Context: an optimization exercise on an open-source flow, tuned for small area. The choices shown serve that exercise and are no tape-out recipe.
Only simulation tests tie the RTL to the original design; equivalence was not proved.
Power and IR drop assume default switching activity.

## the previous run
==> module Receive2uart, before the edit <==
module Receive2uart(
	input  uart_rxd,
	input  Clk,
	input  Rst,
	output is_cmd,
	output reg Rx_Done
);
reg s0_uart_rx, s1_uart_rx;
reg tmp0_uart_rx, tmp1_uart_rx;
reg uart_state;
reg [4:0] div_cnt;
reg [7:0] bps_cnt;
reg [2:0] acc;
reg match;
wire bps_Clk = uart_state && (div_cnt == 5'd3);
wire nedege = !tmp0_uart_rx & tmp1_uart_rx;
wire reject = (bps_cnt == 8'd12) && (acc[2] | (acc[1] & acc[0]));
assign is_cmd = match;
always @(posedge Clk or negedge Rst) begin
	if (!Rst) begin
		s0_uart_rx <= 1'b0;
		s1_uart_rx <= 1'b0;
		tmp0_uart_rx <= 1'b0;
		tmp1_uart_rx <= 1'b0;
	end else begin
		s0_uart_rx <= uart_rxd;
		s1_uart_rx <= s0_uart_rx;
		tmp0_uart_rx <= s1_uart_rx;
		tmp1_uart_rx <= tmp0_uart_rx;
	end
end
always @(posedge Clk) begin
	if (uart_state && div_cnt != 5'd19)
		div_cnt <= {div_cnt[3:0], ~(div_cnt[4] ^ div_cnt[2])};
	else
		div_cnt <= 5'd0;
end
always @(posedge Clk or negedge Rst) begin
	if (!Rst)
		bps_cnt <= 8'd0;
	else if (bps_cnt == 8'd159 || reject)
		bps_cnt <= 8'd0;
	else if (bps_Clk)
		bps_cnt <= bps_cnt + 1'b1;
end
always @(posedge Clk or negedge Rst) begin
	if (!Rst)
		Rx_Done <= 1'b0;
	else
		Rx_Done <= (bps_cnt == 8'd159);
end
wire in_win = (bps_cnt[3:0] >= 4'd6) && (bps_cnt[3:0] <= 4'd11) && (bps_cnt != 8'd41);
wire [3:0] grp = bps_cnt[7:4];
wire exp_bit = (grp == 4'd1) || (grp == 4'd3);
always @(posedge Clk) begin
	if (bps_Clk) begin
		if (bps_cnt[3:0] == 4'd0)
			acc <= 3'd0;
		else if (in_win)
			acc <= acc + s1_uart_rx;
		if (bps_cnt == 8'd12)
			match <= 1'b1;
		else if (bps_cnt[3:0] == 4'd12 && grp <= 4'd8 && acc[2] != exp_bit)
			match <= 1'b0;
	end
end
always @(posedge Clk or negedge Rst) begin
	if (!Rst)
		uart_state <= 1'b0;
	else if (nedege)
		uart_state <= 1'b1;
	else if (Rx_Done || reject)
		uart_state <= 1'b0;
end
endmodule
==> module Write2uart, before the edit <==
module Write2uart(
	input Clk,
	input Rst,
	input Send_en,
	input nbit,
	output reg uart_txd,
	output reg TX_Done,
	output reg [3:0] q
);
reg [8:0] div_cnt;
reg uart_state;
wire div_lo  = uart_state && (div_cnt[8:3] == 6'd0) && div_cnt[1] && div_cnt[0];
wire bps_clk = div_lo && !div_cnt[2];
wire slot0   = div_lo && div_cnt[2];
always @(posedge Clk or negedge Rst) begin
	if (!Rst)
		TX_Done <= 1'b0;
	else
		TX_Done <= (q == 4'd10);
end
always @(posedge Clk or negedge Rst) begin
	if (!Rst)
		uart_state <= 1'b0;
	else if (Send_en)
		uart_state <= 1'b1;
	else if (q == 4'd10)
		uart_state <= 1'b0;
end
always @(posedge Clk or negedge Rst) begin
	if (!Rst)
		q <= 4'd15;
	else if (q == 4'd10)
		q <= 4'd15;
	else if (bps_clk)
		q <= q + 1'b1;
end
always @(posedge Clk) begin
	if (uart_state && div_cnt != 9'd182)
		div_cnt <= {div_cnt[7:0], ~(div_cnt[8] ^ div_cnt[4])};
	else
		div_cnt <= 9'd0;
end
always @(posedge Clk or negedge Rst) begin
	if (!Rst)
		uart_txd <= 1'b1;
	else if (slot0) begin
		if (q == 4'd0)
			uart_txd <= 1'b0;
		else if (q <= 4'd8)
			uart_txd <= nbit;
		else
			uart_txd <= 1'b1;
	end
end
endmodule
Settings: LEC_CHECK=0, CAP_MARGIN=20, CORE_MARGIN=2, CORE_UTILIZATION=40, CTS_CLUSTER_DIAMETER=100, CTS_CLUSTER_SIZE=30, PLACE_DENSITY=0.6, SLEW_MARGIN=20; clock period 10.0 ns.
run.sh (not shown) runs the stock make flow with config.mk's settings and CLKGATE_MAP_FILE= SYNTH_SCRIPT=/design/flow/synth_recipe.tcl, a recipe that flattens the netlist after the stock synthesis.
Setup changes, the previous run to the current run
--- a/flow/design.v
+++ b/flow/design.v
@@ -115,13 +115,13 @@
 reg tmp0_uart_rx, tmp1_uart_rx;
 reg uart_state;
 reg [4:0] div_cnt;
 reg [7:0] bps_cnt;
 reg [2:0] acc;
 reg match;
-wire bps_Clk = uart_state && (div_cnt == 5'd3);
+wire bps_Clk = uart_state && (div_cnt == 5'd2);
 wire nedege = !tmp0_uart_rx & tmp1_uart_rx;
 wire reject = (bps_cnt == 8'd12) && (acc[2] | (acc[1] & acc[0]));
 assign is_cmd = match;
 always @(posedge Clk or negedge Rst) begin
 	if (!Rst) begin
 		s0_uart_rx <= 1'b0;
@@ -133,14 +133,14 @@
 		s1_uart_rx <= s0_uart_rx;
 		tmp0_uart_rx <= s1_uart_rx;
 		tmp1_uart_rx <= tmp0_uart_rx;
 	end
 end
 always @(posedge Clk) begin
-	if (uart_state && div_cnt != 5'd19)
-		div_cnt <= {div_cnt[3:0], ~(div_cnt[4] ^ div_cnt[2])};
+	if (uart_state && div_cnt != 5'd26)
+		div_cnt <= div_cnt + 1'b1;
 	else
 		div_cnt <= 5'd0;
 end
 always @(posedge Clk or negedge Rst) begin
 	if (!Rst)
 		bps_cnt <= 8'd0;
@@ -187,15 +187,15 @@
 	output reg uart_txd,
 	output reg TX_Done,
 	output reg [3:0] q
 );
 reg [8:0] div_cnt;
 reg uart_state;
-wire div_lo  = uart_state && (div_cnt[8:3] == 6'd0) && div_cnt[1] && div_cnt[0];
-wire bps_clk = div_lo && !div_cnt[2];
-wire slot0   = div_lo && div_cnt[2];
+wire div_lo  = uart_state && (div_cnt[8:2] == 7'd0);
+wire bps_clk = div_lo && (div_cnt[1:0] == 2'd2);
+wire slot0   = div_lo && (div_cnt[1:0] == 2'd3);
 always @(posedge Clk or negedge Rst) begin
 	if (!Rst)
 		TX_Done <= 1'b0;
 	else
 		TX_Done <= (q == 4'd10);
 end
@@ -213,14 +213,14 @@
 	else if (q == 4'd10)
 		q <= 4'd15;
 	else if (bps_clk)
 		q <= q + 1'b1;
 end
 always @(posedge Clk) begin
-	if (uart_state && div_cnt != 9'd182)
-		div_cnt <= {div_cnt[7:0], ~(div_cnt[8] ^ div_cnt[4])};
+	if (uart_state && div_cnt != 9'd433)
+		div_cnt <= div_cnt + 1'b1;
 	else
 		div_cnt <= 9'd0;
 end
 always @(posedge Clk or negedge Rst) begin
 	if (!Rst)
 		uart_txd <= 1'b1;
[summary]
The current run finished end to end and its layout was clean on timing, DRC and antenna.
In the flow results for the current run and the previous run, the final worst slack is larger on the current run.
Taking the previous run as the reference, in the current run clock-pin slew of the registers on the worst-case setup and hold paths shows a reduction of 0.02 ns; overall track demand over capacity in global routing went up by 0.53 points.
Sort the current run and the previous run by sequential portion of the cell area, descending, and the previous run comes first.
In the tables for the current run and the previous run, via count reads lower with the previous run.
Against the previous run, floorplan die area in the current run rose by a few percent.
Total net switching power ended up about 0.8% higher on the current run than on the previous run.
Lower power among the current run and the previous run: the current run

[afterwards: timing with drivers on the ports]
Ports are ideal in the flow. The routed layouts listed here were re-timed in OpenROAD.
Step 1, drivers: a clkbuf_16 drives clk and a buf_2 each remaining input, both assumed.
Step 2 moves the port delays by t, midway between the first and last clock arrival at a register: inputs arrive t later, outputs are due t later. That takes back most of the time a late clock gives input paths.
Three values: ideal ports, drivers, drivers and shift; two values: the first two.
run	shift t [ns]	setup slack, ns	hold slack, ns	clock arrival spread, ns	worst register clock-pin slew, ns
the previous run	0.507	6.444 / 6.404 / 6.911	0.333 / 0.333 / 0.333	0.032 / 0.032	0.12 / 0.12
the current run	0.516	6.459 / 6.412 / 6.927	0.328 / 0.328 / 0.328	0.024 / 0.025	0.11 / 0.11
After both steps setup and hold are still met in every run listed.
